Background: an optimization exercise with open tools, aiming at small area. Do not read the settings as production practice. In this exercise RTL edits were held to simulation tests only and were not proved equivalent to the original. Power is estimated from default activity; no workload was simulated.

[design/flow/design.v]
`timescale  1ns/1ns
module  sdram_pro_top
(
    input   wire            sys_clk         ,
    input   wire            sys_rst_n       ,
    input   wire            wr_fifo_wr_req  ,
    input   wire    [15:0]  wr_fifo_wr_data ,
    input   wire    [22:0]  sdram_wr_b_addr ,
    input   wire    [22:0]  sdram_wr_e_addr ,
    input   wire    [9:0]   wr_burst_len    ,
    output  wire    [9:0]   wr_fifo_num     ,
    input   wire            rd_fifo_rd_req  ,
    input   wire    [22:0]  sdram_rd_b_addr ,
    input   wire    [22:0]  sdram_rd_e_addr ,
    input   wire    [9:0]   rd_burst_len    ,
    output  wire    [15:0]  rd_fifo_rd_data ,
    output  wire    [9:0]   rd_fifo_num     ,
    input   wire            read_valid      ,
    output  wire            init_end        ,
    output  wire            sdram_cke       ,
    output  wire            sdram_cs_n      ,
    output  wire            sdram_ras_n     ,
    output  wire            sdram_cas_n     ,
    output  wire            sdram_we_n      ,
    output  wire    [1:0]   sdram_bank      ,
    output  wire    [11:0]  sdram_addr      ,
    output  wire    [1:0]   sdram_dqm       ,
    input   wire    [15:0]  sdram_dq_in     ,
    output  wire    [15:0]  sdram_dq_out    ,
    output  wire            sdram_dq_oe
);
    localparam A_INIT = 3'd0, A_ARB = 3'd1, A_REF = 3'd2, A_WR = 3'd3, A_RD = 3'd4;
    localparam W_IDLE = 4'd0, W_ACT = 4'd1, W_TRCD = 4'd2, W_BEGIN = 4'd3,
               W_DATA = 4'd4, W_TERM = 4'd5, W_PRE = 4'd6, W_TRP0 = 4'd7,
               W_TRP1 = 4'd8, W_END = 4'd9;
    localparam R_IDLE = 4'd0, R_ACT = 4'd1, R_TRCD = 4'd2, R_RCMD = 4'd3,
               R_CAS0 = 4'd4, R_CAS1 = 4'd5, R_CAS2 = 4'd6, R_DATA = 4'd7,
               R_PLUS = 4'd8, R_TERM = 4'd9, R_PRE = 4'd10, R_TRP0 = 4'd11,
               R_TRP1 = 4'd12, R_END = 4'd13;
    function [23:0] add_23_10;
        input [22:0] a;
        input [9:0]  b;
        integer i;
        reg c;
        begin
            c = 1'b0;
            for(i = 0; i < 23; i = i + 1) begin
                if(i < 10) begin
                    add_23_10[i] = a[i] ^ b[i] ^ c;
                    c = (a[i] & b[i]) | (c & (a[i] ^ b[i]));
                end
                else begin
                    add_23_10[i] = a[i] ^ c;
                    c = a[i] & c;
                end
            end
            add_23_10[23] = c;
        end
    endfunction
    function [13:0] inc_14;
        input [13:0] a;
        integer i;
        reg c;
        begin
            c = 1'b1;
            for(i = 0; i < 14; i = i + 1) begin
                inc_14[i] = a[i] ^ c;
                c = a[i] & c;
            end
        end
    endfunction
    function [4:0] dec_5;
        input [4:0] a;
        integer i;
        reg c;
        begin
            c = 1'b1;
            for(i = 0; i < 5; i = i + 1) begin
                dec_5[i] = a[i] ^ c;
                c = ~a[i] & c;
            end
        end
    endfunction
    function lt_23;
        input [22:0] a;
        input [22:0] b;
        integer i;
        reg l;
        begin
            l = 1'b0;
            for(i = 0; i < 23; i = i + 1)
                l = (~a[i] & b[i]) | (~(a[i] ^ b[i]) & l);
            lt_23 = l;
        end
    endfunction
    function lt_10;
        input [9:0] a;
        input [9:0] b;
        integer i;
        reg l;
        begin
            l = 1'b0;
            for(i = 0; i < 10; i = i + 1)
                l = (~a[i] & b[i]) | (~(a[i] ^ b[i]) & l);
            lt_10 = l;
        end
    endfunction
    function [22:0] next_addr;
        input [22:0] addr;
        input [22:0] b;
        input [22:0] e;
        input [9:0]  len;
        reg [23:0] s;
        reg bw;
        reg c;
        begin
            s  = add_23_10(addr, len);
            bw = (e[22:10] == 13'd0) & lt_10(e[9:0], len);
            c  = (s[23] == bw) ? lt_23(s[22:0], e) : bw;
            next_addr = c ? s[22:0] : b;
        end
    endfunction
    reg  [13:0] cnt;
    reg         init_done;
    wire        c_hi   = cnt[13] & cnt[10] & cnt[9] & cnt[8] & cnt[4];     
    wire        c_last = c_hi & cnt[3] & cnt[2] & ~cnt[1] & cnt[0];         
    wire        c_749  = cnt[9] & cnt[7] & cnt[6] & cnt[5] & cnt[3] & cnt[2] & cnt[0];
    wire        ref_tick = init_done & c_749;
    always @(posedge sys_clk or negedge sys_rst_n) begin
        if(!sys_rst_n) begin
            cnt       <= 14'd0;
            init_done <= 1'b0;
        end
        else begin
            if(init_done ? c_749 : c_last)
                cnt <= 14'd0;
            else
                cnt <= inc_14(cnt);
            if(c_last)
                init_done <= 1'b1;
        end
    end
    assign init_end = init_done;
    reg  [2:0]  rs_ref;
    reg         atref_end;
    reg         atref_req;
    reg         atref_en, wr_en, rd_en;
    always @(posedge sys_clk or negedge sys_rst_n) begin
        if(!sys_rst_n) begin
            rs_ref    <= 3'd0;
            atref_end <= 1'b0;
            atref_req <= 1'b0;
        end
        else begin
            if(rs_ref == 3'd0)
                rs_ref <= {2'b00, atref_en};
            else
                rs_ref <= inc_14({11'd0, rs_ref});
            atref_end <= rs_ref[2];
            if(ref_tick)
                atref_req <= 1'b1;
            else if(atref_end)
                atref_req <= 1'b0;
        end
    end
    reg  [4:0]  wf_cnt;
    reg  [4:0]  rf_cnt;
    wire        wf_empty = (wf_cnt == 5'd0);
    wire        wf_full  = wf_cnt[4];
    wire        rf_empty = (rf_cnt == 5'd0);
    wire        rf_full  = rf_cnt[4];
    reg         wr_req, rd_req;
    always @(posedge sys_clk or negedge sys_rst_n) begin
        if(!sys_rst_n) begin
            wr_req <= 1'b0;
            rd_req <= 1'b0;
        end
        else begin
            wr_req <= init_done & ~wf_empty;
            rd_req <= init_done & wf_empty & lt_10({5'd0, rf_cnt}, rd_burst_len) & read_valid;
        end
    end
    reg  [3:0]  ws;
    reg  [9:0]  wk;
    reg         wr_end;
    reg         wr_oe;
    reg         wr_oe_d;
    wire [13:0] wk1x    = inc_14({4'd0, wk});
    wire [10:0] wk1     = wk1x[10:0];
    wire        w_lt    = ~wk1[10] & lt_10(wk1[9:0], wr_burst_len);
    wire        w_eq    = wk1 == {1'b0, wr_burst_len};
    wire        wlen_le1 = (wr_burst_len[9:1] == 9'd0);
    wire        wlen_0  = wlen_le1 & ~wr_burst_len[0];
    wire        w_begin = (ws == W_BEGIN);
    wire        w_data  = (ws == W_DATA);
    wire        wr_ack  = w_begin | (w_data & (w_lt | wlen_le1));
    wire        w_flag_ack = w_begin | (w_data & (w_lt | w_eq | wlen_0));
    wire        wr_ack_fall = wr_oe_d & ~wr_oe;
    always @(posedge sys_clk or negedge sys_rst_n) begin
        if(!sys_rst_n) begin
            ws      <= W_IDLE;
            wr_end  <= 1'b0;
            wr_oe   <= 1'b0;
            wr_oe_d <= 1'b0;
        end
        else begin
            case(ws)
                W_IDLE : if(wr_en) ws <= W_ACT;
                W_ACT  : ws <= W_TRCD;
                W_TRCD : if(wk[1:0] == 2'd3) ws <= W_BEGIN;
                W_BEGIN: ws <= W_DATA;
                W_DATA : if(w_eq) ws <= W_TERM;
                W_TERM : ws <= W_PRE;
                W_PRE  : ws <= W_TRP0;
                W_TRP0 : ws <= W_TRP1;
                W_TRP1 : ws <= W_END;
                W_END  : if(wr_en) ws <= W_IDLE;
                default: ws <= W_IDLE;
            endcase
            wr_end  <= (ws == W_TRP0) | (ws == W_TRP1) | (ws == W_END);
            wr_oe   <= wr_ack;
            wr_oe_d <= wr_oe;
        end
    end
    always @(posedge sys_clk) begin
        if((ws == W_TRCD) | w_data)
            wk <= wk1[9:0];
        else
            wk <= 10'd0;
    end
    reg  [3:0]  rs;
    reg  [9:0]  rp;
    reg         rd_end;
    reg         rd_valid;
    wire [13:0] rp1x   = inc_14({4'd0, rp});
    wire [9:0]  rp1    = rp1x[9:0];
    wire [13:0] rp4x   = inc_14({6'd0, rp[9:2]});
    wire        r_bend = ({rp4x[8:0], rp[1:0]} == {1'b0, wr_burst_len});
    wire        r_pend = (rp1 == wr_burst_len);
    wire        r_dp   = (rs == R_DATA) | (rs == R_PLUS);
    wire        rd_ack_fall = (rs == R_TRP0);
    always @(posedge sys_clk or negedge sys_rst_n) begin
        if(!sys_rst_n) begin
            rs       <= R_IDLE;
            rd_end   <= 1'b0;
            rd_valid <= 1'b0;
        end
        else begin
            case(rs)
                R_IDLE : if(rd_en) rs <= R_ACT;
                R_ACT  : rs <= R_TRCD;
                R_TRCD : if(rp[1:0] == 2'd3) rs <= R_RCMD;
                R_RCMD : rs <= R_CAS0;
                R_CAS0 : rs <= R_CAS1;
                R_CAS1 : rs <= R_CAS2;
                R_CAS2 : rs <= R_DATA;
                R_DATA : if(r_bend) rs <= R_PLUS;
                R_PLUS : if(r_pend) rs <= R_TERM;
                R_TERM : rs <= R_PRE;
                R_PRE  : rs <= R_TRP0;
                R_TRP0 : rs <= R_TRP1;
                R_TRP1 : rs <= R_END;
                R_END  : if(rd_en) rs <= R_IDLE;
                default: rs <= R_IDLE;
            endcase
            rd_end   <= (rs == R_TRP0) | (rs == R_TRP1) | (rs == R_END);
            rd_valid <= r_dp;
        end
    end
    always @(posedge sys_clk) begin
        if((rs == R_TRCD) | r_dp)
            rp <= rp1;
        else
            rp <= 10'd0;
    end
    reg  [22:0] wa_q;
    reg         wa_v;
    reg  [22:0] ra_q;
    reg         ra_v;
    wire [22:0] wa = wa_v ? wa_q : sdram_wr_b_addr;
    wire [22:0] ra = ra_v ? ra_q : sdram_rd_b_addr;
    always @(posedge sys_clk or negedge sys_rst_n) begin
        if(!sys_rst_n) begin
            wa_v <= 1'b0;
            ra_v <= 1'b0;
        end
        else begin
            if(wr_ack_fall) wa_v <= 1'b1;
            if(rd_ack_fall) ra_v <= 1'b1;
        end
    end
    always @(posedge sys_clk) begin
        if(wr_ack_fall)
            wa_q <= next_addr(wa, sdram_wr_b_addr, sdram_wr_e_addr, wr_burst_len);
        if(rd_ack_fall)
            ra_q <= next_addr(ra, sdram_rd_b_addr, sdram_rd_e_addr, rd_burst_len);
    end
    reg  [2:0]  arb;
    reg  [2:0]  arb_nxt;
    always @(*) begin
        case(arb)
            A_INIT : arb_nxt = init_done ? A_ARB : A_INIT;
            A_ARB  : begin
                if(atref_req) begin
                    if(wr_end | rd_end | ~(wr_req | rd_req))
                        arb_nxt = A_REF;
                    else
                        arb_nxt = A_ARB;
                end
                else if(wr_req)
                    arb_nxt = A_WR;
                else if(rd_req)
                    arb_nxt = A_RD;
                else
                    arb_nxt = A_ARB;
            end
            A_REF  : arb_nxt = atref_end ? A_ARB : A_REF;
            A_WR   : arb_nxt = wr_end ? A_ARB : A_WR;
            A_RD   : arb_nxt = rd_end ? A_ARB : A_RD;
            default: arb_nxt = A_ARB;
        endcase
    end
    always @(posedge sys_clk or negedge sys_rst_n) begin
        if(!sys_rst_n) begin
            arb      <= A_INIT;
            atref_en <= 1'b0;
            wr_en    <= 1'b0;
            rd_en    <= 1'b0;
        end
        else begin
            arb      <= arb_nxt;
            atref_en <= (arb == A_REF);
            wr_en    <= (arb == A_WR);
            rd_en    <= (arb == A_RD);
        end
    end
    reg  [3:0]  o_cmd;
    reg  [1:0]  o_bank;
    reg  [11:0] o_addr;
    reg  [3:0]  n_cmd;
    reg  [1:0]  n_bank;
    reg  [11:0] n_addr;
    always @(*) begin
        n_cmd  = 4'b0111;
        n_bank = 2'b11;
        n_addr = 12'hfff;
        case(arb_nxt)
            A_INIT : begin
                if(c_hi) begin
                    case(cnt[3:0])
                        4'd0, 4'd1 : n_cmd = 4'b0010;
                        4'd2, 4'd7 : n_cmd = 4'b0001;
                        4'd12      : begin
                            n_cmd  = 4'b0000;
                            n_bank = 2'b00;
                            n_addr = 12'b00_0_00_011_0_111;
                        end
                        default    : ;
                    endcase
                end
            end
            A_REF : begin
                if(rs_ref == 3'd1 || rs_ref == 3'd2)
                    n_cmd = 4'b0010;
                else if(rs_ref == 3'd3)
                    n_cmd = 4'b0001;
            end
            A_WR : begin
                case(ws)
                    W_IDLE : n_cmd = 4'b0010;
                    W_ACT  : begin
                        n_cmd  = 4'b0011;
                        n_addr = wa[20:9];
                        n_bank = wa[22:21];
                    end
                    W_BEGIN: begin
                        n_cmd  = 4'b0100;
                        n_addr = {3'd0, wa[8:0]};
                        n_bank = wa[22:21];
                    end
                    W_DATA : if(w_eq) n_cmd = 4'b0110;
                    W_TERM : n_cmd = 4'b0110;
                    W_PRE  : begin
                        n_cmd  = 4'b0010;
                        n_bank = wa[22:21];
                    end
                    default: ;
                endcase
            end
            A_RD : begin
                case(rs)
                    R_ACT  : begin
                        n_cmd  = 4'b0011;
                        n_addr = ra[20:9];
                        n_bank = ra[22:21];
                    end
                    R_RCMD : begin
                        n_cmd  = 4'b0101;
                        n_addr = {3'd0, ra[8:0]};
                        n_bank = ra[22:21];
                    end
                    R_DATA : if(r_bend) n_cmd = 4'b0110;
                    R_TERM : n_cmd = 4'b0110;
                    R_PRE  : begin
                        n_cmd  = 4'b0010;
                        n_bank = ra[22:21];
                    end
                    default: ;
                endcase
            end
            default: ;
        endcase
    end
    always @(posedge sys_clk or negedge sys_rst_n) begin
        if(!sys_rst_n) begin
            o_cmd  <= 4'b0111;
            o_bank <= 2'b11;
            o_addr <= 12'hfff;
        end
        else begin
            o_cmd  <= n_cmd;
            o_bank <= n_bank;
            o_addr <= n_addr;
        end
    end
    assign {sdram_cs_n, sdram_ras_n, sdram_cas_n, sdram_we_n} = o_cmd;
    assign sdram_bank = o_bank;
    assign sdram_addr = o_addr;
    assign sdram_cke  = 1'b1;
    assign sdram_dqm  = 2'b00;
    reg  [15:0] wf_mem [0:15];
    reg  [3:0]  wf_wp;
    reg  [3:0]  wf_last;
    wire        wf_push = wr_fifo_wr_req & ~wf_full;
    wire        wf_pop  = wr_ack & ~wf_empty;
    always @(posedge sys_clk or negedge sys_rst_n) begin
        if(!sys_rst_n) begin
            wf_cnt  <= 5'd0;
            wf_wp   <= 4'd0;
            wf_last <= 4'hf;
        end
        else begin
            if(wf_push)
                wf_wp <= inc_14({10'd0, wf_wp});
            if(wf_pop)
                wf_last <= inc_14({10'd0, wf_last});
            if(wf_push & ~wf_pop)
                wf_cnt <= inc_14({9'd0, wf_cnt});
            else if(wf_pop & ~wf_push)
                wf_cnt <= dec_5(wf_cnt);
        end
    end
    always @(posedge sys_clk) begin
        if(wf_push)
            wf_mem[wf_wp] <= wr_fifo_wr_data;
    end
    assign wr_fifo_num  = {5'd0, wf_cnt};
    assign sdram_dq_oe  = wr_oe;
    assign sdram_dq_out = w_flag_ack ? wf_mem[wf_last] : 16'd999;
    reg  [15:0] rf_mem [0:15];
    reg  [3:0]  rf_wp;
    reg  [3:0]  rf_rp;
    reg  [15:0] rf_q;
    wire        rf_push = rd_valid & ~rf_full;
    wire        rf_pop  = rd_fifo_rd_req & ~rf_empty;
    wire [13:0] rf_cnt_inc = inc_14({9'd0, rf_cnt});
    wire [13:0] rf_wp_inc  = inc_14({10'd0, rf_wp});
    wire [4:0]  rf_cnt_nxt = (rf_push & ~rf_pop) ? rf_cnt_inc[4:0] :
                             (rf_pop & ~rf_push) ? dec_5(rf_cnt) : rf_cnt;
    wire [3:0]  rf_wp_nxt  = rf_push ? rf_wp_inc[3:0] : rf_wp;
    always @(posedge sys_clk or negedge sys_rst_n) begin
        if(!sys_rst_n) begin
            rf_cnt <= 5'd0;
            rf_wp  <= 4'd0;
            rf_rp  <= 4'd0;
            rf_q   <= 16'd0;
        end
        else begin
            rf_cnt <= rf_cnt_nxt;
            rf_wp  <= rf_wp_nxt;
            if(rf_pop) begin
                rf_rp <= inc_14({10'd0, rf_rp});
                rf_q  <= rf_mem[rf_rp];
            end
        end
    end
    always @(posedge sys_clk) begin
        if(r_dp & ~rf_cnt_nxt[4])
            rf_mem[rf_wp_nxt] <= sdram_dq_in;
    end
    assign rd_fifo_num     = {5'd0, rf_cnt};
    assign rd_fifo_rd_data = rf_q;
endmodule
[design/flow/run.sh]
#!/bin/bash
# synth_recipe.tcl (not shown) runs the flow's synth.tcl, then flattens the netlist and writes it again
# the make line also repeats each setting of config.mk as NAME=value (left out here)
make -C /OpenROAD-flow-scripts/flow DESIGN_CONFIG=/design/flow/config.mk WORK_HOME=/design/flow/orfs CLKGATE_MAP_FILE= SYNTH_SCRIPT=/design/flow/synth_recipe.tcl finish
[design/flow/config.mk]
export PLATFORM = sky130hd
export DESIGN_NAME = sdram_pro_top
export DESIGN_NICKNAME = sdram_pro_top
export VERILOG_FILES = /design/flow/design.v
export SDC_FILE = /design/flow/constraint.sdc
export NUM_CORES = 4
export LEC_CHECK = 0
export CAP_MARGIN = 20
export CORE_MARGIN = 2
export CORE_UTILIZATION = 40
export CTS_BUF_LIST = sky130_fd_sc_hd__clkbuf_4
export SLEW_MARGIN = 20
[design/flow/constraint.sdc]
create_clock -name core_clock -period 10.0 [get_ports {sys_clk}]
set_input_delay 2.0000 -clock core_clock [delete_from_list [all_inputs] [get_ports {sys_clk}]]
set_output_delay 2.0000 -clock core_clock [all_outputs]
set_load 0.01 [all_outputs]
==> impl_metrics.toml, run 1 <==
[power_and_ir_drop]
netSwitchingFraction_pct = 31.9
p_seq_share_pct = 41.4
clkPwrFrac_pct = 27.2
comb_power_share_pct = 31.3
p_sw_w = 0.00283
internal_power_w = 0.00605
ir_drop_uv = 129
leakagePower_nw = 13.7
powerDensity_nw_per_um2 = 241

[cells_and_area]
area_growth_pct = 18.3
final_common_cell = "edfxtp_1"
design_area_um2 = 36800
layout_common_cells = "558 x edfxtp_1, 262 x clkbuf_4, 208 x clkdlybuf4s50_1"
layout.nets = 2573
drive_gt1_share_pct = 24.6
final_cells = 3423

[timing]
worst_slack_ns = 0.560
period_share_pct = 94.4
max_freq_mhz = 106
tightest_slew_ns = 1.09
finalCriticalPeriod_ns = 9.44
max_slew_margin_pct = 27.1
slew_violations = 0
skew_ns = 0.0601
hold_slack_ns = 0.374
finalSetupViolations = 0
rsz0062_at_grt = "false"
fin_setup_tns_ns = 0
hold_violations = 0

[synth]
ys_ff_latch = 680
synth_cells = 1878
syn_area_um2 = 31100
yosysWarnings = 1
yosysSeqAreaShare_pct = 63.4
synth_edf_count = 558
synthArstFlopShare_pct = 15.0
ys_types = 67
syn_area_per_cell_um2 = 16.6
ys.flop_type = "edfxtp_1"

[die]
dieArea_um2 = 80100
start_util_pct = 40.3
die_w_um = 283
num_rows = 102
core_um2 = 77200
io_pins = 224
die_h_um = 283

[critical_path]
crit_type = "in -> reg"
slowest_delay_ns = 0.53
required_ns = 10.74
cp-end-kind = "flip-flop"
startpoint_type = "input pin"
cp.arrival_ns = 10.18
crit_top_cell = "ha_1"
crit_slowest_cell = "clkdlybuf4s50_1"
path_max_fanout = 7

[cts]
post_cts.resized_instances = 0
cts-root-buf = "clkbuf_4"
clk_latency_ns = 1.02
numCtsBuffers = 175
cts.hold.buffers_added = 0
post-cts-setup-buffer-count = 0
clk_pin_slew_ns = 0.06
clockBufferDepth = 3
cts_htree_levels = 4
cts_sinks = 680
cts_tree = "built"

[global_routing]
grt_max_degree = 75
grt_pass1_wl_um = 114000
grt_overflow = 0
track_usage_pct = 18.8
antenna_found_initial = 6
grt_pass1_vias = 19212

[detailed_routing]
first_pass_iters = 5
drt_wl_total_um = 74600
postRouteAntennaNets = 0
vias = 17789
routedWlPerCell_um = 21.8
detail_route.iter0.violations = 1273
drc = 0
via_per_inst = 5.20

[placed_design]
place_ws_ns = -0.449
placed_cell_area_um2 = 34500
dp_hpwl_um = 47700
port_buffers = 209
dp_cells = 3101
finalWeightedCongestion = 0.845

[status]
status = "no timing/DRC/antenna violations"

[run]
cap_violations = 0

[min_path]
hold_path_class = "reg -> reg"
==> cell families (layout without fill, tap and decap cells) <==
logic type / count (synthesis) / after routing / synth area share [%]
fa+ha+maj: 186 / 186 / 7.91
buf+inv: 218 / 705 / 3.14
other cells: 2 / 20 / 0.0241
compound gates: 181 / 181 / 3.79
mux: 280 / 280 / 15.8
flops: 680 / 680 / 63.4
simple gates: 291 / 291 / 4.88
xor+xnor: 40 / 40 / 1.13
==> final timing paths <==
check	from	endpoint	slack (ns)	cells past startpoint
min in group asynchronous	sys_rst_n	rf_q[5]$_DFFE_PN0P_	0.96	1
setup reg to reg	ra_v$_DFFE_PN0P_	ra_q[16]$_DFFE_PP_	1.63	32
hold / removal	rs_ref[2]$_DFF_PN0_	atref_end$_DFF_PN0_	0.37	0
max in group asynchronous	sys_rst_n	cnt[9]$_DFF_PN0_	7.63	2
hold reg to reg	rs_ref[2]$_DFF_PN0_	atref_end$_DFF_PN0_	0.37	0
setup / recovery	sdram_wr_b_addr[0]	wa_q[14]$_DFFE_PP_	0.56	34
==> worst max-delay path, delay by kind of cell <==
kind	cells	cell delay, ns
buffers and inverters	5	0.90
multiplexers	2	0.55
adder cells (fa/ha/maj)	22	5.71
AO/OA/AOI/OAI	5	1.00
==> routing by layer <==
| layer | vias to the layer above | track usage (%) | share of wire (%) |
|---|---|---|---|
| met5 | - | 0 | 0.031 |
| met3 | 116 | 5.06 | 5.8 |
| met1 | 9045 | 24.5 | 43 |
| li1 | 8148 | - | - |
| met4 | 4 | 5.93 | 2.0 |
| met2 | 476 | 30.8 | 49 |
==> power groups by stage <==
| stage | Sequential [W] | Combinational (W) | Clock (W) |
|---|---|---|---|
| 2_1_floorplan | 0.00352 | 0.00211 | 0 |
| 3_3_place_gp | 0.00373 | 0.00278 | 0 |
| 3_5_place_dp | 0.00374 | 0.00282 | 0 |
| 4_1_cts | 0.00368 | 0.00284 | 0.00251 |
| 5_1_grt | 0.00372 | 0.00306 | 0.00266 |
| 6_report | 0.00368 | 0.00278 | 0.00242 |
==> Yosys cell counts (4+ instances only) <==
| library cell | count | area, um2 |
|---|---|---|
| a211oi_1 | 12 | 90.1 |
| a21o_1 | 15 | 113 |
| a21oi_1 | 41 | 205 |
| a22oi_1 | 4 | 30.0 |
| and2_1 | 32 | 200 |
| and3_1 | 4 | 25.0 |
| buf_1 | 6 | 22.5 |
| buf_2 | 11 | 55.1 |
| buf_4 | 19 | 143 |
| buf_6 | 10 | 113 |
| clkbuf_1 | 47 | 176 |
| dfrtp_1 | 81 | 2030 |
| dfstp_2 | 21 | 552 |
| dfxtp_1 | 20 | 400 |
| edfxtp_1 | 558 | 16800 |
| fa_1 | 18 | 360 |
| ha_1 | 168 | 2100 |
| inv_1 | 122 | 458 |
| mux2_1 | 33 | 372 |
| mux2_2 | 48 | 541 |
| mux2i_1 | 39 | 390 |
| mux4_2 | 160 | 3600 |
| nand2_1 | 52 | 195 |
| nand2b_1 | 9 | 56.3 |
| nand3_1 | 19 | 95.1 |
| nand4_1 | 14 | 87.6 |
| nand4b_1 | 6 | 52.6 |
| nor2_1 | 61 | 229 |
| nor2b_1 | 26 | 163 |
| nor3_1 | 18 | 90.1 |
| nor3b_1 | 7 | 52.6 |
| nor4_1 | 20 | 125 |
| o211ai_1 | 9 | 67.6 |
| o21a_1 | 9 | 67.6 |
| o21ai_0 | 38 | 190 |
| o21ai_1 | 9 | 45.0 |
| o221ai_1 | 6 | 52.6 |
| or2_1 | 10 | 62.6 |
| or3_1 | 9 | 56.3 |
| xnor2_1 | 18 | 158 |
| xor2_1 | 22 | 193 |
==> registers in the layout (all words and copies together), names as in the netlist, 5 cells and up <==
signal	cells
o_addr	12
rf_cnt	5
rf_mem	256
wa_q	23
rf_q	16
rp	10
wf_mem	256
wf_cnt	5
wk	10
ra_q	23
cnt	14
==> layout make-up <==
class                   instances  area [um2]
diodes                          6        15.0
flip-flops and latches        680       19700
fillers                      6650       40400
multi-input cells             992       10500
inverters                     125         469
repair buffers                264        2500
clock buffers                 262        1970
well taps                    1040        1300
clock inverters                54         354
==> stage by stage <==
| stage | total power [W] | util (%) |
|---|---|---|
| after global routing | 0.00943 | 47.7 |
| after floorplan | 0.00563 | - |
| final | 0.00888 | 47.7 |
| after detailed placement | 0.00656 | 44.7 |
| after global placement | 0.00651 | 44.7 |
| after CTS | 0.00904 | 47.7 |
==> inputs of run 2 (changes only) <==
--- a/design/flow/config.mk
+++ b/design/flow/config.mk
@@ -9,4 +9,3 @@
 export CORE_MARGIN = 2
 export CORE_UTILIZATION = 40
-export CTS_BUF_LIST = sky130_fd_sc_hd__clkbuf_4
 export SLEW_MARGIN = 20
==> run 2 against run 1 <==
Net effect:
- first-iteration DRC count shrank 0.31%
- sequential power is essentially flat
- critical path type unchanged
- worst setup slack lost 0.11 ns
- largest power group unchanged
- non-clock buffer count is the same
- synthesized cell count is the same
- global-route usage shrank 0.36 points
- clock power grew 12%
- total power grew 3.5%
- largest cell class unchanged
- die area is the same
- synthesized area is the same
- via count shrank 3.6%
==> impl_metrics.toml, run 2 <==
[status]
status = "no timing/DRC/antenna violations"

[synth]
ys_types = 67
synth.most_common_cell = "edfxtp_1"
yosysSeqAreaShare_pct = 63.4
yosysWarnings = 1
ys.flop_type = "edfxtp_1"
synth_cells = 1878
synth_edf_count = 558
ys_ff_latch = 680
synth.largest_area_cell = "edfxtp_1"
syn_area_um2 = 31100
syn_area_per_cell_um2 = 16.6
synth_top_area_share_pct = 53.8
synthArstFlopShare_pct = 15.0
synth.top_cells.by_area = "edfxtp_1 54%, mux4_2 12%, ha_1 6.8%, dfrtp_1 6.5%, dfstp_2 1.8%"
yosys-top-cells-count = "558 x edfxtp_1, 168 x ha_1, 160 x mux4_2, 122 x inv_1, 81 x dfrtp_1"

[critical_path]
required_ns = 10.36
startpoint_type = "input pin"
setup.worst_path.start = "sdram_rd_b_addr[0]"
reg2reg_setup_slack_ns = 1.87
cp.arrival_ns = 9.91
rr_startpoint = "wa_v$_DFFE_PN0P_"
crit_path_end = "ra_q[16]$_DFFE_PP_"
crit_slowest_cell = "clkdlybuf4s50_1"
crit_type = "in -> reg"
cp-end-kind = "flip-flop"
crit_top_cell = "ha_1"
slowest_delay_ns = 0.52
r2r-end = "wa_q[11]$_DFFE_PP_"
rr_worst_depth = 32
path_max_fanout = 8

[cells_and_area]
reg_top3 = "rf_mem (256), wf_mem (256)"
area_growth_pct = 18.8
multi_input_area_um2 = 10500
design_area_um2 = 37000
fill_cells = 6515
layout_common_cells = "558 x edfxtp_1, 208 x clkdlybuf4s50_1, 168 x ha_1"
final_common_cell = "edfxtp_1"
final_util_pct = 47.9
layout.nets = 2472
seq_area_um2 = 19700
drive_gt1_share_pct = 19.2

[detailed_routing]
detail_route.iter0.violations = 1269
routedWlPerCell_um = 22.8
drt_wl_total_um = 73700
drc = 0
vias = 17152
first_pass_iters = 5
postRouteAntennaNets = 0
via_per_inst = 5.30

[global_routing]
antenna_found_initial = 4
track_usage_pct = 18.5
grt_overflow = 0
grt_pass1_vias = 18445
grt_max_degree = 75
grt_pass1_wl_um = 112000

[die]
core_um2 = 77200
io_pins = 224
die_h_um = 283
dieArea_um2 = 80100
start_util_pct = 40.3
num_rows = 102
die_w_um = 283

[cts]
post-cts-setup-buffer-count = 0
numCtsBuffers = 74
cts_htree_levels = 3
clockBufferDepth = 3
cts-root-buf = "clkbuf_16"
cts_sinks = 680
cts_tree = "built"
clk_latency_ns = 0.64
clk_pin_slew_ns = 0.06

[power_and_ir_drop]
powerDensity_nw_per_um2 = 249
leakagePower_nw = 13.5
ir_drop_uv = 160

[timing]
finalCriticalPeriod_ns = 9.55
max_slew_margin_pct = 26.4
tightest_slew_ns = 1.10
finalSetupViolations = 0
period_share_pct = 95.5
hold_violations = 0
slew_violations = 0
rsz0062_at_grt = "false"
skew_ns = 0.0296
hold_slack_ns = 0.373
max_freq_mhz = 105

[placed_design]
port_buffers = 209
placed_cell_area_um2 = 34500
finalWeightedCongestion = 0.845
dp_hpwl_um = 47700

[min_path]
hold_path_class = "reg -> reg"

[run]
cap_violations = 0
## run 2: worst max-delay path: cells and delay by family
kind	cells	cell delay, ns
adder cells (fa/ha/maj)	22	5.57
AO/OA/AOI/OAI	5	0.91
buffers and inverters	5	0.89
multiplexers	2	0.56
## run 2: logic make-up after synthesis
kind of cell	share of synthesized area [%]
AO/OA/AOI/OAI	3.79
buffers and inverters	3.14
adder cells (fa/ha/maj)	7.91
AND/OR/NAND/NOR	4.88
other	0.0241
multiplexers	15.8
flip-flops	63.4
XOR/XNOR	1.13
## run 2: layer usage
metal	global-route usage (%)	up-vias	routed length, um
met1	24.7	8861	32300
met3	4.01	90	4080
met2	30.7	409	36000
li1	-	7788	-
met5	0	-	20
met4	4.80	4	1350
## run 2: area by class of cell
| cell class | instances | area share, % |
|---|---|---|
| clock inverters | 35 | 1.17 |
| multi-input cells | 992 | 28.4 |
| diodes | 1 | 0.00676 |
| repair buffers | 264 | 6.78 |
| inverters | 125 | 1.27 |
| clock buffers | 98 | 5.44 |
| flip-flops and latches | 680 | 53.4 |
| well taps | 1040 | 3.52 |
## run 2: through the flow
step	TNS (ns)	worst slack, ns	power [W]	std cells
3_5_place_dp	-18.39	-0.449	0.00656	3101
6_report	0	0.445	0.00920	3235
3_3_place_gp	-15.52	-0.424	0.00651	3101
2_1_floorplan	0	0.533	0.00563	1890
4_1_cts	0	0.173	0.00932	3234
5_1_grt	0	0.0347	0.00969	3234
## run 2: worst min path at each step
stage | start | end | slack, ns | depth (start not counted)
floorplan | rs_ref[2]$_DFF_PN0_ | atref_end$_DFF_PN0_ | 0.35 | 0
global placement | rs_ref[2]$_DFF_PN0_ | atref_end$_DFF_PN0_ | 0.36 | 0
detailed placement | rs_ref[2]$_DFF_PN0_ | atref_end$_DFF_PN0_ | 0.36 | 0
CTS | rs_ref[2]$_DFF_PN0_ | atref_end$_DFF_PN0_ | 0.38 | 0
global route | rs_ref[2]$_DFF_PN0_ | atref_end$_DFF_PN0_ | 0.39 | 0
finish | rs_ref[2]$_DFF_PN0_ | atref_end$_DFF_PN0_ | 0.37 | 0
## run 2: where the power goes
part,switching (W),leakage (nW),internal [W],total [W]
Combinational,0.00135,5.93,0.00145,0.00280
Sequential,0.000317,6.42,0.00336,0.00368
Clock,0.00115,1.18,0.00157,0.00272
Total,0.00281,13.5,0.00638,0.00920
## run 2: timing repair
action,in CTS,in global routing
hold buffers,0,0
endpoints found under the setup margin,0,46
gates resized for setup,0,11
==> inputs of run 3 (changes only) <==
--- a/design/flow/design.v
+++ b/design/flow/design.v
@@ -82,4 +82,18 @@
         end
     endfunction
+    function [3:0] add_4;
+        input [3:0] a;
+        input [3:0] b;
+        input       ci;
+        integer i;
+        reg c;
+        begin
+            c = ci;
+            for(i = 0; i < 4; i = i + 1) begin
+                add_4[i] = a[i] ^ b[i] ^ c;
+                c = (a[i] & b[i]) | (c & (a[i] ^ b[i]));
+            end
+        end
+    endfunction
     function lt_23;
         input [22:0] a;
@@ -90,5 +104,5 @@
             l = 1'b0;
             for(i = 0; i < 23; i = i + 1)
-                l = (~a[i] & b[i]) | (~(a[i] ^ b[i]) & l);
+                l = (~a[i] & b[i]) | (~a[i] & l) | (b[i] & l);
             lt_23 = l;
         end
@@ -102,5 +116,5 @@
             l = 1'b0;
             for(i = 0; i < 10; i = i + 1)
-                l = (~a[i] & b[i]) | (~(a[i] ^ b[i]) & l);
+                l = (~a[i] & b[i]) | (~a[i] & l) | (b[i] & l);
             lt_10 = l;
         end
@@ -431,5 +445,5 @@
     reg  [15:0] wf_mem [0:15];
     reg  [3:0]  wf_wp;
-    reg  [3:0]  wf_last;
+    wire [3:0]  wf_last = add_4(wf_wp, ~wf_cnt[3:0], 1'b0);
     wire        wf_push = wr_fifo_wr_req & ~wf_full;
     wire        wf_pop  = wr_ack & ~wf_empty;
@@ -438,11 +452,8 @@
             wf_cnt  <= 5'd0;
             wf_wp   <= 4'd0;
-            wf_last <= 4'hf;
         end
         else begin
             if(wf_push)
                 wf_wp <= inc_14({10'd0, wf_wp});
-            if(wf_pop)
-                wf_last <= inc_14({10'd0, wf_last});
             if(wf_push & ~wf_pop)
                 wf_cnt <= inc_14({9'd0, wf_cnt});
@@ -460,5 +471,5 @@
     reg  [15:0] rf_mem [0:15];
     reg  [3:0]  rf_wp;
-    reg  [3:0]  rf_rp;
+    wire [3:0]  rf_rp = add_4(rf_wp, ~rf_cnt[3:0], 1'b1);
     reg  [15:0] rf_q;
     wire        rf_push = rd_valid & ~rf_full;
@@ -473,5 +484,4 @@
             rf_cnt <= 5'd0;
             rf_wp  <= 4'd0;
-            rf_rp  <= 4'd0;
             rf_q   <= 16'd0;
         end
@@ -480,5 +490,4 @@
             rf_wp  <= rf_wp_nxt;
             if(rf_pop) begin
-                rf_rp <= inc_14({10'd0, rf_rp});
                 rf_q  <= rf_mem[rf_rp];
             end
--- a/design/flow/config.mk
+++ b/design/flow/config.mk
@@ -9,3 +9,6 @@
 export CORE_MARGIN = 2
 export CORE_UTILIZATION = 40
+export CTS_BUF_LIST = sky130_fd_sc_hd__clkbuf_16
+export CTS_CLUSTER_DIAMETER = 100
+export CTS_CLUSTER_SIZE = 24
 export SLEW_MARGIN = 20
==> run 3 against run 2 <==
Net effect:
- still clean
- final area shrank 3.9%
- combinational power rose by about 80%
- worst setup slack worse by 0.17 ns
- wire length rose by 1.5%
- register-to-register slack worse by 0.40 ns
- synthesized cell count increased by 0.37%
- final cell count shrank 1.6%
- hold slack better by 0.0078 ns
- die area decreased by 1.3%
- synthesized area down 1.4%
- critical path type unchanged
- critical endpoint is now wa_q[4]$_DFFE_PP_
- largest cell class unchanged
==> impl_metrics.toml, run 3 <==
[global_routing]
grt_pass1_wl_um = 112000
grt_max_degree = 70
grt_pass1_vias = 17981
antenna_found_initial = 5
track_usage_pct = 18.9
grt_overflow = 0

[synth]
synth_top_area_share_pct = 54.5
yosysWarnings = 1
ys_types = 85
ys_ff_latch = 672
synthArstFlopShare_pct = 14.0
ys.flop_type = "edfxtp_1"
synth_cells = 1885
synth.largest_area_cell = "edfxtp_1"
synth_edf_count = 558
yosys-top-cells-count = "558 x edfxtp_1, 160 x mux4_2, 107 x inv_1, 100 x ha_1, 77 x dfrtp_1"
syn_area_um2 = 30700
syn_area_per_cell_um2 = 16.3
yosysSeqAreaShare_pct = 63.6
synth.top_cells.by_area = "edfxtp_1 55%, mux4_2 12%, dfrtp_1 6.3%, ha_1 4.1%, mux2_2 2.1%"
synth.most_common_cell = "edfxtp_1"

[placed_design]
dp_cells = 3124
place_ws_ns = -0.894
dp_hpwl_um = 48600
finalWeightedCongestion = 0.905
port_buffers = 209
placed_cell_area_um2 = 34400

[critical_path]
startpoint_type = "input pin"
cp-end-kind = "flip-flop"
crit_slowest_cell = "clkdlybuf4s50_1"
path_max_fanout = 9
cp.arrival_ns = 10.08
slowest_delay_ns = 0.42
rr_worst_depth = 34
critPathBufInv = 5
required_ns = 10.35
crit_top_cell = "ha_1"
path_delay_family = "adder cells"
crit_type = "in -> reg"
path_depth = 34

[die]
die_h_um = 281
dieArea_um2 = 79000
die_w_um = 281
io_pins = 224
start_util_pct = 40.4
num_rows = 101
core_um2 = 75900

[cts]
cts.hold.buffers_added = 0
clk_pin_slew_ns = 0.11
cts-root-buf = "clkbuf_16"
clockBufferDepth = 3
cts_tree = "built"
cts_htree_levels = 2
clk_latency_ns = 0.59
numCtsBuffers = 35
cts_sinks = 672

[power_and_ir_drop]
leakagePower_nw = 12.5
powerDensity_nw_per_um2 = 285
ir_drop_uv = 274
finalPower_w = 0.0101

[cells_and_area]
design_area_um2 = 35600
fill_cells = 6521
final_cells = 3184
final_util_pct = 46.8
layout.nets = 2404
reg_top3 = "rf_mem (256), wf_mem (256)"
final_common_cell = "edfxtp_1"
area_growth_pct = 15.8
drive_gt1_share_pct = 20.1
multi_input_area_um2 = 10500
seq_area_um2 = 19500
layout_common_cells = "558 x edfxtp_1, 207 x clkdlybuf4s50_1, 160 x mux4_2"

[detailed_routing]
routedWlPerCell_um = 23.5
drt_wl_total_um = 74800
via_per_inst = 5.46
postRouteAntennaNets = 0
detail_route.iter0.violations = 1324
first_pass_iters = 5
drc = 0
vias = 17388

[min_path]
min_path_cells = 0
hold_path_class = "reg -> reg"

[timing]
finalSetupViolations = 0
worst_slack_ns = 0.270
hold_violations = 0
slew_violations = 0
skew_ns = 0.0227
tightest_slew_ns = 1.14
period_share_pct = 97.3
finalCriticalPeriod_ns = 9.73
max_slew_margin_pct = 23.9
max_freq_mhz = 103

[run]
cap_violations = 0

[status]
status = "no timing/DRC/antenna violations"
[run 3: worst paths after layout]
check | slack, ns | start | endpoint
hold / removal | 0.38 | rs_ref[2]$_DFF_PN0_ | atref_end$_DFF_PN0_
setup / recovery | 0.27 | sdram_wr_b_addr[1] | wa_q[4]$_DFFE_PP_
setup reg to reg | 1.47 | wa_v$_DFFE_PN0P_ | wa_q[4]$_DFFE_PP_
max in group asynchronous | 7.34 | sys_rst_n | wf_wp[3]$_DFFE_PN0P_
min in group asynchronous | 1.36 | sys_rst_n | rd_valid$_DFF_PN0_
hold reg to reg | 0.38 | rs_ref[2]$_DFF_PN0_ | atref_end$_DFF_PN0_
[run 3: cells by family after synthesis]
group / after synthesis / share of synthesized area [%]
adder cells (fa/ha/maj): 131 / 5.81
flip-flops: 672 / 63.6
multiplexers: 256 / 15.4
buffers and inverters: 201 / 2.78
other: 2 / 0.0244
AO/OA/AOI/OAI: 214 / 4.90
XOR/XNOR: 40 / 1.14
AND/OR/NAND/NOR: 369 / 6.37
[run 3: metrics by stage]
step / hold WS, ns / setup TNS (ns)
global placement: 0.360 / -25.32
floorplan: 0.354 / 0
finish: 0.381 / 0
global route: 0.405 / -0.0308
detailed placement: 0.367 / -28.33
CTS: 0.387 / 0
[run 3: repair_timing]
action / in CTS / in global routing
pin swaps: 4 / 11
cloned: 0 / 1
gates resized for setup: 6 / 18
hold endpoints to repair: 0 / 0
setup buffers: 0 / 1
endpoints found under the setup margin: 22 / 44
[run 3: area by class of cell]
cell class / instances / area share (%)
Sequential cell: 672 / 54.9
Multi-Input combinational cell: 1024 / 29.6
Timing Repair Buffer: 292 / 7.79
Tap cell: 1030 / 3.62
Clock buffer: 36 / 2.53
Inverter: 108 / 1.14
Clock inverter: 20 / 0.366
Antenna cell: 2 / 0.0141
[run 3: layer usage]
layer | share of wire (%) | GRT usage, % | vias up
met4 | 2.4 | 5.21 | 6
met5 | 0.056 | 0 | -
met1 | 44 | 25.8 | 9045
met2 | 49 | 31.5 | 433
met3 | 5.2 | 2.82 | 96
li1 | - | - | 7808
[run 3: report_power, final]
group | total (W) | leakage [nW] | switching [W] | internal [W]
clock | 0.00159 | 0.545 | 0.000914 | 0.000671
sequential | 0.00350 | 6.34 | 0.000185 | 0.00332
combinational | 0.00503 | 5.60 | 0.00238 | 0.00265
total | 0.0101 | 12.5 | 0.00348 | 0.00664
==> inputs of run 4 (changes only) <==
--- a/design/flow/config.mk
+++ b/design/flow/config.mk
@@ -8,5 +8,5 @@
 export CAP_MARGIN = 20
 export CORE_MARGIN = 2
-export CORE_UTILIZATION = 40
+export CORE_UTILIZATION = 65
 export CTS_BUF_LIST = sky130_fd_sc_hd__clkbuf_16
 export CTS_CLUSTER_DIAMETER = 100
==> run 4 against run 3 <==
Net effect:
- still clean on timing, DRC and antenna
- clock power fell by 6%
- clock skew is 0.0048 ns lower
- first-iteration DRC count up 37%
- worst setup slack better by 0.036 ns
==> impl_metrics.toml, run 4 <==
[run]
cap_violations = 0

[power_and_ir_drop]
comb_power_share_pct = 50.4
p_sw_w = 0.00345
netSwitchingFraction_pct = 34.3
ir_drop_uv = 349
leakagePower_nw = 12.4
clkPwrFrac_pct = 14.8
internal_power_w = 0.00662
powerDensity_nw_per_um2 = 289
p_seq_share_pct = 34.8

[cells_and_area]
final_common_cell = "edfxtp_1"
area_growth_pct = 13.5
layout.nets = 2385
drive_gt1_share_pct = 20.2
multi_input_area_um2 = 10600
layout_common_cells = "558 x edfxtp_1, 207 x clkdlybuf4s50_1, 160 x mux4_2"
final_util_pct = 74.9
fill_cells = 2774
reg_top3 = "rf_mem (256), wf_mem (256)"
seq_area_um2 = 19500

[die]
core_um2 = 46600
die_w_um = 221
die_h_um = 221
num_rows = 79
io_pins = 224
dieArea_um2 = 49000
start_util_pct = 66.0

[timing]
slew_violations = 0
worst_slack_ns = 0.306
skew_ns = 0.0178
hold_slack_ns = 0.389
fin_setup_tns_ns = 0
max_freq_mhz = 103
max_slew_margin_pct = 23.7
tightest_slew_ns = 1.14
finalCriticalPeriod_ns = 9.69
hold_violations = 0
period_share_pct = 96.9
finalSetupViolations = 0

[cts]
clk_latency_ns = 0.58
cts_htree_levels = 2
clockBufferDepth = 3
clk_pin_slew_ns = 0.09
cts_sinks = 672
cts-root-buf = "clkbuf_16"
cts_tree = "built"
numCtsBuffers = 34
cts.hold.buffers_added = 0

[detailed_routing]
via_per_inst = 6.51
first_pass_iters = 5
vias = 17835
detail_route.iter0.violations = 1813
routedWlPerCell_um = 26.0
drt_wl_total_um = 71300
postRouteAntennaNets = 0
drc = 0

[critical_path]
path_max_fanout = 6
crit_type = "in -> reg"
cp.arrival_ns = 10.02
required_ns = 10.33
cp-end-kind = "flip-flop"
startpoint_type = "input pin"
slowest_delay_ns = 0.41
crit_slowest_cell = "clkdlybuf4s50_1"
crit_top_cell = "ha_1"

[global_routing]
track_usage_pct = 29.3
grt_pass1_wl_um = 108000
antenna_found_initial = 3
grt_max_degree = 65
grt_pass1_vias = 18036
grt_overflow = 0

[synth]
synthArstFlopShare_pct = 14.0
ys_ff_latch = 672
synth_edf_count = 558
yosysWarnings = 1
synth_cells = 1885
synth.most_common_cell = "edfxtp_1"
ys.flop_type = "edfxtp_1"
syn_area_per_cell_um2 = 16.3
synth_top_area_share_pct = 54.5
yosysSeqAreaShare_pct = 63.6
yosys-top-cells-count = "558 x edfxtp_1, 160 x mux4_2, 107 x inv_1, 100 x ha_1, 77 x dfrtp_1"
synth.top_cells.by_area = "edfxtp_1 55%, mux4_2 12%, dfrtp_1 6.3%, ha_1 4.1%, mux2_2 2.1%"
ys_types = 85
synth.largest_area_cell = "edfxtp_1"
syn_area_um2 = 30700

[min_path]
hold_path_class = "reg -> reg"

[placed_design]
finalWeightedCongestion = 0.935
dp_hpwl_um = 44900
place_ws_ns = -0.857
port_buffers = 209

[status]
status = "no timing/DRC/antenna violations"
## run 4: cell counts after synthesis
Identical to the previous run, type by type.
## run 4: what timing repair did
| item | CTS | global route |
|---|---|---|
| endpoints found under the setup margin | 22 | 46 |
| gates resized for setup | 5 | 27 |
| buffers inserted | 0 | 4 |
| cloned | 0 | 1 |
| pin swaps | 5 | 17 |
| hold endpoints to repair | 0 | 0 |
## run 4: worst paths after layout
check                           depth (start not counted)                   to                start  slack (ns)
min in group asynchronous                               1     wa_v$_DFFE_PN0P_            sys_rst_n        1.41
worst max register to register                         34    wa_q[9]$_DFFE_PP_     wa_v$_DFFE_PN0P_        1.43
worst min-delay path                                    0  atref_end$_DFF_PN0_  rs_ref[2]$_DFF_PN0_        0.39
max in group asynchronous                               2  rf_q[8]$_DFFE_PN0P_            sys_rst_n        7.37
worst min register to register                          0  atref_end$_DFF_PN0_  rs_ref[2]$_DFF_PN0_        0.39
worst max-delay path                                   34    ra_q[4]$_DFFE_PP_   sdram_rd_b_addr[0]        0.31
## run 4: power by group through the flow
stage	clock (W)	combinational, W	sequential [W]
2_1_floorplan	0	0.00363	0.00349
6_report	0.00149	0.00507	0.00351
3_3_place_gp	0	0.00492	0.00355
3_5_place_dp	0	0.00501	0.00357
5_1_grt	0.00160	0.00542	0.00353
4_1_cts	0.00152	0.00506	0.00351
## run 4: final cells by class
| class | instances | area share (%) |
|---|---|---|
| clock inverter | 19 | 0.330 |
| tap | 607 | 2.18 |
| timing repair buffer | 274 | 7.56 |
| multi-input combinational | 1024 | 30.3 |
| sequential | 672 | 56.0 |
| inverter | 108 | 1.16 |
| antenna | 3 | 0.0215 |
| clock buffer | 34 | 2.44 |
## run 4: worst max-delay path: cells and delay by family
family	cells	cell delay [ns]
adder cells (fa/ha/maj)	22	5.66
AO/OA/AOI/OAI	3	0.59
buffers and inverters	5	0.95
AND/OR/NAND/NOR	2	0.25
multiplexers	2	0.57
## run 4: layer usage
metal	wire, um	vias to the layer above	GRT usage (%)
li1	-	7761	-
met1	28200	9083	40.8
met2	35400	851	48.0
met3	5300	138	4.58
met4	2330	2	9.98
met5	13	-	0
## run 4: through the flow
step,cells,power [W],cell area [um2]
2_1_floorplan,1897,0.00712,30800
3_3_place_gp,2679,0.00846,33700
3_5_place_dp,2679,0.00858,33700
4_1_cts,2732,0.0101,34700
5_1_grt,2740,0.0106,34900
6_report,2741,0.0101,34900
## run 4: cells by family (layout without fill, tap and decap cells)
group | Yosys count | count (layout) | synth area share (%)
fa+ha+maj | 131 | 131 | 5.81
mux | 256 | 256 | 15.4
other cells | 2 | 17 | 0.0244
buf+inv | 201 | 435 | 2.78
xor+xnor | 40 | 40 | 1.14
flops | 672 | 672 | 63.6
compound gates | 214 | 214 | 4.90
simple gates | 369 | 369 | 6.37
==> inputs of run 5 (changes only) <==
==> design/flow/flow/run.sh (new file) <==
#!/bin/bash
# Layout flow: the standard flow (standard.sh, unchanged synthesis), with
# two make variables added:
#  - the port buffers are sky130_fd_sc_hd__buf_1 (the smallest buffer)
#    instead of the cell buffer_ports picks by default;
set -euo pipefail
CTS="-sink_clustering_enable -repair_clock_nets -dont_use_dummy_load"
CTS="$CTS -buf_list sky130_fd_sc_hd__clkbuf_16"
CTS="$CTS -sink_clustering_size ${CTS_SIZE:-24} -sink_clustering_max_diameter ${CTS_DIAM:-100}"
bash standard.sh \
  "BUFFER_PORTS_ARGS=-inputs -outputs -buffer_cell sky130_fd_sc_hd__buf_1" \
  "CTS_ARGS=$CTS" \
  finish > make.log 2>&1
==> design/flow/standard.sh (new file) <==
#!/bin/bash
# synth_recipe.tcl (not shown) runs the flow's synth.tcl, then flattens the netlist and writes it again
# the make line also repeats each setting of config.mk as NAME=value (left out here)
make -C /OpenROAD-flow-scripts/flow DESIGN_CONFIG=/design/flow/config.mk WORK_HOME=/design/flow/orfs CLKGATE_MAP_FILE= SYNTH_SCRIPT=/design/flow/synth_recipe.tcl "${@:-finish}"
--- a/design/flow/config.mk
+++ b/design/flow/config.mk
@@ -8,7 +8,4 @@
 export CAP_MARGIN = 20
 export CORE_MARGIN = 2
-export CORE_UTILIZATION = 65
-export CTS_BUF_LIST = sky130_fd_sc_hd__clkbuf_16
-export CTS_CLUSTER_DIAMETER = 100
-export CTS_CLUSTER_SIZE = 24
+export CORE_UTILIZATION = 40
 export SLEW_MARGIN = 20
removed: design/flow/run.sh
==> run 5 against run 4 <==
Net effect:
- worst setup slack got worse by 0.049 ns
- sequential cell count stayed put
- synthesized area unchanged
- register-to-register slack got worse by 0.13 ns
- critical path type unchanged
==> impl_metrics.toml, run 5 <==
[detailed_routing]
routedWlPerCell_um = 23.6
wl_met1_um = 32200
first_pass_iters = 5
postRouteAntennaNets = 0
dr_wl_met2_um = 35900
via_per_inst = 5.55
drt_wl_total_um = 74100
routed-wl-met3_um = 4310
drc = 0
vias = 17435
detail_route.iter0.violations = 1573
top_layer_used = "met5"

[global_routing]
grt_overflow = 0
antenna_found_initial = 2
grt_max_degree = 70
track_usage_pct = 18.7
grt_pass1_vias = 17849
grt_pass1_wl_um = 111000

[synth]
synth_edf_count = 558
syn_area_per_cell_um2 = 16.3
synth.most_common_cell = "edfxtp_1"
syn_area_um2 = 30700
synth_top_area_share_pct = 54.5
synth.top_cells.by_area = "edfxtp_1 55%, mux4_2 12%, dfrtp_1 6.3%, ha_1 4.1%, mux2_2 2.1%"
yosysWarnings = 1
ys.flop_type = "edfxtp_1"
yosys-top-cells-count = "558 x edfxtp_1, 160 x mux4_2, 107 x inv_1, 100 x ha_1, 77 x dfrtp_1"
ys_types = 85
ys_ff_latch = 672
synthArstFlopShare_pct = 14.0
yosysSeqAreaShare_pct = 63.6
synth_cells = 1885
synth.largest_area_cell = "edfxtp_1"

[cells_and_area]
final_util_pct = 44.6
layout.nets = 2382
reg_top3 = "rf_mem (256), wf_mem (256)"
area_growth_pct = 10.4
final_cells = 3139
layout_common_cells = "558 x edfxtp_1, 208 x buf_1, 160 x mux4_2"
final_common_cell = "edfxtp_1"
fill_cells = 6701
diodes = 0
drive_gt1_share_pct = 19.1

[critical_path]
cp-end-kind = "flip-flop"
path_max_fanout = 10
required_ns = 10.29
crit_type = "in -> reg"
crit_top_cell = "ha_1"
slowest_delay_ns = 0.39
cp.arrival_ns = 10.03
startpoint_type = "input pin"
crit_slowest_cell = "fa_1"

[cts]
cts_sinks = 672
cts_tree = "built"
numCtsBuffers = 35
clk_latency_ns = 0.59
cts.hold.buffers_added = 0
clockBufferDepth = 3
cts_htree_levels = 2
cts-root-buf = "clkbuf_16"
clk_pin_slew_ns = 0.09

[timing]
slew_violations = 0
hold_violations = 0
rsz0062_at_grt = "false"
max_slew_margin_pct = 23.4
period_share_pct = 97.4
finalCriticalPeriod_ns = 9.74
worst_slack_ns = 0.257
finalSetupViolations = 0
tightest_slew_ns = 1.15
skew_ns = 0.0573
fin_setup_tns_ns = 0
max_freq_mhz = 103

[placed_design]
port_buffers = 209
place_ws_ns = -0.560
dp_hpwl_um = 48500
finalWeightedCongestion = 0.894
dp_cells = 3103

[power_and_ir_drop]
ir_drop_uv = 404
powerDensity_nw_per_um2 = 289
leakagePower_nw = 11.7

[status]
status = "no timing/DRC/antenna violations"

[die]
start_util_pct = 40.4
core_um2 = 75900
io_pins = 224
dieArea_um2 = 79000
num_rows = 101
die_w_um = 281
die_h_um = 281

[run]
cap_violations = 0

[min_path]
hold_path_class = "reg -> reg"
==> run 5: worst paths after layout <==
check | start | to | slack [ns] | cells after the start
worst min register to register | rs_ref[2]$_DFF_PN0_ | atref_end$_DFF_PN0_ | 0.38 | 0
worst min-delay path | rs_ref[2]$_DFF_PN0_ | atref_end$_DFF_PN0_ | 0.38 | 0
min in group asynchronous | sys_rst_n | rf_q[13]$_DFFE_PN0P_ | 1.43 | 1
worst max register to register | ra_v$_DFFE_PN0P_ | ra_q[0]$_DFFE_PP_ | 1.30 | 33
worst max-delay path | sdram_wr_b_addr[0] | wa_q[1]$_DFFE_PP_ | 0.26 | 35
max in group asynchronous | sys_rst_n | wa_v$_DFFE_PN0P_ | 7.26 | 2
==> run 5: critical path: cells and delay by family <==
kind	cells	cell delay [ns]
AO/OA/AOI/OAI	4	0.62
adder cells (fa/ha/maj)	24	6.31
buffers and inverters	5	0.46
multiplexers	2	0.61
==> run 5: metal layers <==
| layer | up-vias | track usage (%) |
|---|---|---|
| met1 | 9059 | 26.1 |
| met5 | - | 0 |
| met3 | 94 | 2.75 |
| met4 | 2 | 4.91 |
| li1 | 7749 | - |
| met2 | 531 | 30.8 |
==> run 5: layout make-up <==
class                      count  area, um2  share of cell area (%)
clock buffer                  35        876                    2.58
inverter                     108        405                    1.20
multi-input combinational   1024      10500                    30.9
sequential                   672      19500                    57.6
tap                         1030       1290                    3.80
timing repair buffer         270       1310                    3.87
==> run 5: what timing repair did <==
action,CTS,global route
setup endpoints to repair,0,22
buffers inserted,0,1
gates resized for setup,0,6
==> run 5: cell families after synthesis <==
group                      count (synthesis)  synth area share (%)
AOI/OAI and AO/OA                        214                  4.90
and+or+nand+nor                          369                  6.37
muxes                                    256                  15.4
other                                      2                0.0244
adders and majority gates                131                  5.81
xor gates and xnor gates                  40                  1.14
buffers and inverters                    201                  2.78
DFF                                      672                  63.6
==> run 5: power breakdown <==
group,total [W],internal [W],switching (W)
clock network,0.00148,0.000629,0.000850
registers,0.00351,0.00332,0.000186
logic,0.00481,0.00243,0.00238
==> run 5: through the flow <==
step	hold slack [ns]	area [um2]	power (W)
2_1_floorplan	0.354	30800	0.00712
3_3_place_gp	0.362	32900	0.00836
3_5_place_dp	0.360	33000	0.00843
4_1_cts	0.383	33900	0.00991
5_1_grt	0.406	33900	0.0104
6_report	0.381	33900	0.00979
==> inputs of run 6 (changes only) <==
--- a/design/flow/config.mk
+++ b/design/flow/config.mk
@@ -8,4 +8,4 @@
 export CAP_MARGIN = 20
 export CORE_MARGIN = 2
-export CORE_UTILIZATION = 40
+export CORE_UTILIZATION = 80
 export SLEW_MARGIN = 20
==> run 6 against run 5 <==
Net effect:
- sequential cell count is the same
- largest cell class unchanged
- still clean on timing, DRC and antenna
- core utilization grew 43 points
- non-clock buffer count shrank 13
- synthesized area is the same
- via count grew 22%
- sequential power grew 2%
- first-iteration DRC count grew to 2.5 times the previous value
- combinational power grew 12%
- synthesized cell count is the same
==> impl_metrics.toml, run 6 <==
[status]
status = "no timing/DRC/antenna violations"

[die]
die_w_um = 200
dieArea_um2 = 40000
start_util_pct = 81.4
core_um2 = 37800
die_h_um = 200
io_pins = 224
num_rows = 71

[timing]
max_slew_margin_pct = 17.3
tightest_slew_ns = 1.24
finalSetupViolations = 0
period_share_pct = 97.3
max_freq_mhz = 103
slew_violations = 0
skew_ns = 0.0222
hold_slack_ns = 0.424
worst_slack_ns = 0.268
hold_violations = 0
rsz0062_at_grt = "false"
finalCriticalPeriod_ns = 9.73

[synth]
yosysSeqAreaShare_pct = 63.6
synth_edf_count = 558
ys.flop_type = "edfxtp_1"
yosys-top-cells-count = "558 x edfxtp_1, 160 x mux4_2, 107 x inv_1, 100 x ha_1, 77 x dfrtp_1"
synth.largest_area_cell = "edfxtp_1"
synth.top_cells.by_area = "edfxtp_1 55%, mux4_2 12%, dfrtp_1 6.3%, ha_1 4.1%, mux2_2 2.1%"
ys_types = 85
ys_ff_latch = 672
synth_top_area_share_pct = 54.5
syn_area_um2 = 30700
synth_cells = 1885
yosysWarnings = 1
synthArstFlopShare_pct = 14.0
syn_area_per_cell_um2 = 16.3
synth.most_common_cell = "edfxtp_1"

[cts]
cts_htree_levels = 1
clk_latency_ns = 0.64
cts_tree = "built"
cts_sinks = 672
numCtsBuffers = 31
cts.hold.buffers_added = 0
clockBufferDepth = 3
cts-root-buf = "clkbuf_16"
clk_pin_slew_ns = 0.11

[global_routing]
grt_pass1_vias = 21207
top_usage_layer = "met2"
antenna_found_initial = 5
track_usage_pct = 49.4
grt_overflow = 0
grt_pass1_wl_um = 138000
grt_max_degree = 66
use_met3_pct = 16.3
use_met2_pct = 74.1
grt.met1_usage_pct = 62.3

[cells_and_area]
design_area_um2 = 33100
layout.nets = 2365
drive_gt1_share_pct = 18.2
final_cells = 2609
area_growth_pct = 7.62
fill_cells = 1329
layout_common_cells = "558 x edfxtp_1, 208 x buf_1, 160 x mux4_2"
reg_top3 = "rf_mem (256), wf_mem (256)"
final_common_cell = "edfxtp_1"

[critical_path]
startpoint_type = "input pin"
required_ns = 10.41
crit_type = "in -> reg"
slowest_delay_ns = 0.44
rr_startpoint = "wa_v$_DFFE_PN0P_"
cp.arrival_ns = 10.14
setup.worst_path.start = "sdram_rd_b_addr[0]"
crit_slowest_cell = "fa_1"
crit_top_cell = "ha_1"
cp-end-kind = "flip-flop"
path_max_fanout = 10

[placed_design]
port_buffers = 209
finalWeightedCongestion = 0.920
dp_hpwl_um = 55600
place_ws_ns = -0.431
placed_cell_area_um2 = 32200
dp_cells = 2568

[power_and_ir_drop]
leakagePower_nw = 11.6
powerDensity_nw_per_um2 = 315
finalPower_w = 0.0104
ir_drop_uv = 322

[detailed_routing]
drt_wl_total_um = 96800
detail_route.iter0.violations = 4011
postRouteAntennaNets = 0
routedWlPerCell_um = 37.1
via_per_inst = 8.18
drc = 0
first_pass_iters = 9
vias = 21351

[min_path]
hold_path_class = "reg -> reg"
min_from = "rs_ref[2]$_DFF_PN0_"

[run]
cap_violations = 0
run 6: metal layers:
metal	part of all wire, %	up-vias
met3	16	876
met5	0.027	-
met1	30	10019
met4	9.7	4
met2	45	2756
li1	-	7696
run 6: area by class of cell:
cell class | count | area (um2) | share of cell area (%)
Timing Repair Buffer | 257 | 1200 | 3.62
Sequential cell | 672 | 19500 | 59.1
Tap cell | 511 | 639 | 1.93
Clock buffer | 31 | 776 | 2.35
Multi-Input combinational cell | 1024 | 10500 | 31.7
Antenna cell | 6 | 15.0 | 0.0454
Inverter | 108 | 405 | 1.23
run 6: repair_timing:
item | CTS | global route
endpoints found under the setup margin | 0 | 36
setup buffers | 0 | 2
gates resized for setup | 0 | 9
run 6: critical path, delay by kind of cell:
| kind | cells | cell delay (ns) |
|---|---|---|
| fa+ha+maj | 22 | 5.90 |
| compound gates | 4 | 0.82 |
| mux | 2 | 0.66 |
| buf+inv | 4 | 0.45 |
| simple gates | 2 | 0.28 |
run 6: per-stage QoR:
step	setup TNS (ns)	utilization, %
CTS	0	87.2
finish	0	87.6
detailed placement	-10.60	85.2
floorplan	0	-
global placement	-6.44	85.2
global route	0	87.5
run 6: logic make-up (layout without fill, tap and decap cells):
logic type               after synthesis  count (layout)  share of synthesized area (%)
flip-flops                           672             672                           63.6
buffers and inverters                201             396                           2.78
adder cells (fa/ha/maj)              131             131                           5.81
multiplexers                         256             256                           15.4
AO/OA/AOI/OAI                        214             214                           4.90
AND/OR/NAND/NOR                      369             369                           6.37
XOR/XNOR                              40              40                           1.14
other                                  2              20                         0.0244
run 6: power breakdown:
group / internal [W] / total [W] / switching [W]
logic: 0.00247 / 0.00541 / 0.00294
clock network: 0.000553 / 0.00142 / 0.000863
registers: 0.00332 / 0.00358 / 0.000258
run 6: final timing paths:
path | end | slack (ns) | cells after the start
worst min register to register | atref_end$_DFF_PN0_ | 0.42 | 0
worst min-delay path | atref_end$_DFF_PN0_ | 0.42 | 0
max in group asynchronous | rf_q[14]$_DFFE_PN0P_ | 7.32 | 2
worst max register to register | wa_q[0]$_DFFE_PP_ | 1.01 | 34
min in group asynchronous | ra_v$_DFFE_PN0P_ | 1.32 | 1
worst max-delay path | ra_q[1]$_DFFE_PP_ | 0.27 | 34
==> inputs of run 7 (changes only) <==
--- a/design/flow/config.mk
+++ b/design/flow/config.mk
@@ -8,4 +8,4 @@
 export CAP_MARGIN = 20
 export CORE_MARGIN = 2
-export CORE_UTILIZATION = 80
+export CORE_UTILIZATION = 65
 export SLEW_MARGIN = 20
==> run 7 against run 6 <==
Net effect:
- sequential share of layout area is 0.42 points lower
- final cell count up 3.9%
- worst setup slack better by 0.071 ns
- die area increased by 23%
- combinational power decreased by 11%
- clock-buffer cell count is 3 higher
- synthesized area unchanged
- sequential cell count unchanged
- critical path type unchanged
- highest routed layer unchanged
==> impl_metrics.toml, run 7 <==
[status]
status = "no timing/DRC/antenna violations"

[critical_path]
cp-end-kind = "flip-flop"
path_depth = 35
slowest_delay_ns = 0.42
startpoint_type = "input pin"
required_ns = 10.31
cp.arrival_ns = 9.97
path_delay_family = "adder cells"
path_max_fanout = 8
critPathBufInv = 5
crit_slowest_cell = "fa_1"
crit_path_end = "wa_q[0]$_DFFE_PP_"
crit_type = "in -> reg"
setup.worst_path.start = "sdram_wr_b_addr[0]"

[die]
num_rows = 79
io_pins = 224
die_w_um = 221
dieArea_um2 = 49000
die_h_um = 221
core_um2 = 46600

[cells_and_area]
drive_gt1_share_pct = 18.9
final_util_pct = 71.5
area_growth_pct = 8.38
layout.nets = 2374
reg_top3 = "rf_mem (256), wf_mem (256)"
layout_common_cells = "558 x edfxtp_1, 208 x buf_1, 160 x mux4_2"
multi_input_area_um2 = 10500
fill_cells = 3042
final_common_cell = "edfxtp_1"

[placed_design]
place_ws_ns = -0.455
finalWeightedCongestion = 0.900
dp_hpwl_um = 44500
port_buffers = 209

[global_routing]
grt_pass1_wl_um = 104000
antenna_found_initial = 3
grt_pass1_vias = 17823

[synth]
synth_edf_count = 558
ys_types = 85
synth_top_area_share_pct = 54.5
yosysWarnings = 1
ys.flop_type = "edfxtp_1"
ys_ff_latch = 672
syn_area_per_cell_um2 = 16.3
yosysSeqAreaShare_pct = 63.6
yosys-top-cells-count = "558 x edfxtp_1, 160 x mux4_2, 107 x inv_1, 100 x ha_1, 77 x dfrtp_1"
synth_cells = 1885

[run]
cap_violations = 0

[timing]
tightest_slew_ns = 1.14
skew_ns = 0.0474
worst_slack_ns = 0.339
slew_violations = 0
finalCriticalPeriod_ns = 9.66
max_freq_mhz = 104
hold_violations = 0
period_share_pct = 96.6
rsz0062_at_grt = "false"

[detailed_routing]
postRouteAntennaNets = 0
routedWlPerCell_um = 25.3
drt_wl_total_um = 68600
first_pass_iters = 5
detail_route.iter0.violations = 1711
drc = 0

[cts]
cts_sinks = 672
clockBufferDepth = 3
clk_latency_ns = 0.57
cts.hold.buffers_added = 0
numCtsBuffers = 34
post-cts-setup-buffer-count = 0

[min_path]
hold_path_class = "reg -> reg"

[power_and_ir_drop]
leakagePower_nw = 11.6
powerDensity_nw_per_um2 = 293
==> run 7: repair_timing <==
action,4_1_cts,5_1_grt
setup endpoints to repair,0,22
hold endpoints to repair,0,0
resized for setup,0,4
==> run 7: layout make-up <==
cell class / instances / area share [%]
flip-flops and latches: 672 / 58.7
multi-input cells: 1024 / 31.5
repair buffers: 263 / 3.74
clock buffers: 34 / 2.56
well taps: 607 / 2.28
inverters: 108 / 1.22
diodes: 2 / 0.0150
==> run 7: where the power goes <==
part	switching [W]	internal [W]
sequential	0.000183	0.00332
combinational	0.00238	0.00243
clock	0.000818	0.000611
total	0.00338	0.00636
==> run 7: worst min path at each step <==
stage | end | cells after the start | startpoint | slack (ns)
final | atref_end$_DFF_PN0_ | 0 | rs_ref[2]$_DFF_PN0_ | 0.37
after global routing | atref_end$_DFF_PN0_ | 0 | rs_ref[2]$_DFF_PN0_ | 0.40
after global placement | atref_end$_DFF_PN0_ | 0 | rs_ref[2]$_DFF_PN0_ | 0.36
after CTS | atref_end$_DFF_PN0_ | 0 | rs_ref[2]$_DFF_PN0_ | 0.38
after floorplan | atref_end$_DFF_PN0_ | 0 | rs_ref[2]$_DFF_PN0_ | 0.35
after detailed placement | atref_end$_DFF_PN0_ | 0 | rs_ref[2]$_DFF_PN0_ | 0.37
==> run 7: per-stage QoR <==
stage	power (W)	TNS (ns)	hold WS, ns	instance area, um2	instances
after floorplan	0.00712	0	0.354	30800	1897
after global placement	0.00832	-6.19	0.363	32400	2672
after detailed placement	0.00840	-9.95	0.368	32400	2673
after CTS	0.00981	0	0.375	33300	2707
after global routing	0.0102	0	0.399	33300	2709
final	0.00974	0	0.371	33300	2710
==> run 7: cells by family (layout without fill, tap and decap cells) <==
group / after synthesis / count (layout) / share of synthesized area [%]
buf+inv: 201 / 405 / 2.78
fa+ha+maj: 131 / 131 / 5.81
xor+xnor: 40 / 40 / 1.14
other cells: 2 / 16 / 0.0244
flops: 672 / 672 / 63.6
compound gates: 214 / 214 / 4.90
simple gates: 369 / 369 / 6.37
mux: 256 / 256 / 15.4
==> run 7: layer usage <==
layer | GRT usage (%) | vias up | share of wire [%]
met3 | 3.45 | 123 | 7.4
met4 | 9.16 | 2 | 2.9
met2 | 46.6 | 712 | 50
li1 | - | 7717 | -
met1 | 39.5 | 8831 | 40
met5 | 0 | - | 0.020
==> run 7: worst reg2reg max path: cells and delay by family, from the launching register on <==
kind	cells	cell delay, ns
buffers and inverters	5	0.67
multiplexers	2	0.72
adder cells (fa/ha/maj)	23	6.12
AO/OA/AOI/OAI	4	0.60
flip-flops	1	0.38

Re-timed with assumed drivers on the ports (clkbuf_16 on the clock, buf_2 on other inputs), run 7 has 0.378 ns of setup slack against 0.339 ns with ideal ports, and -0.234 ns once port delays also move by the mid clock arrival of 0.613 ns.
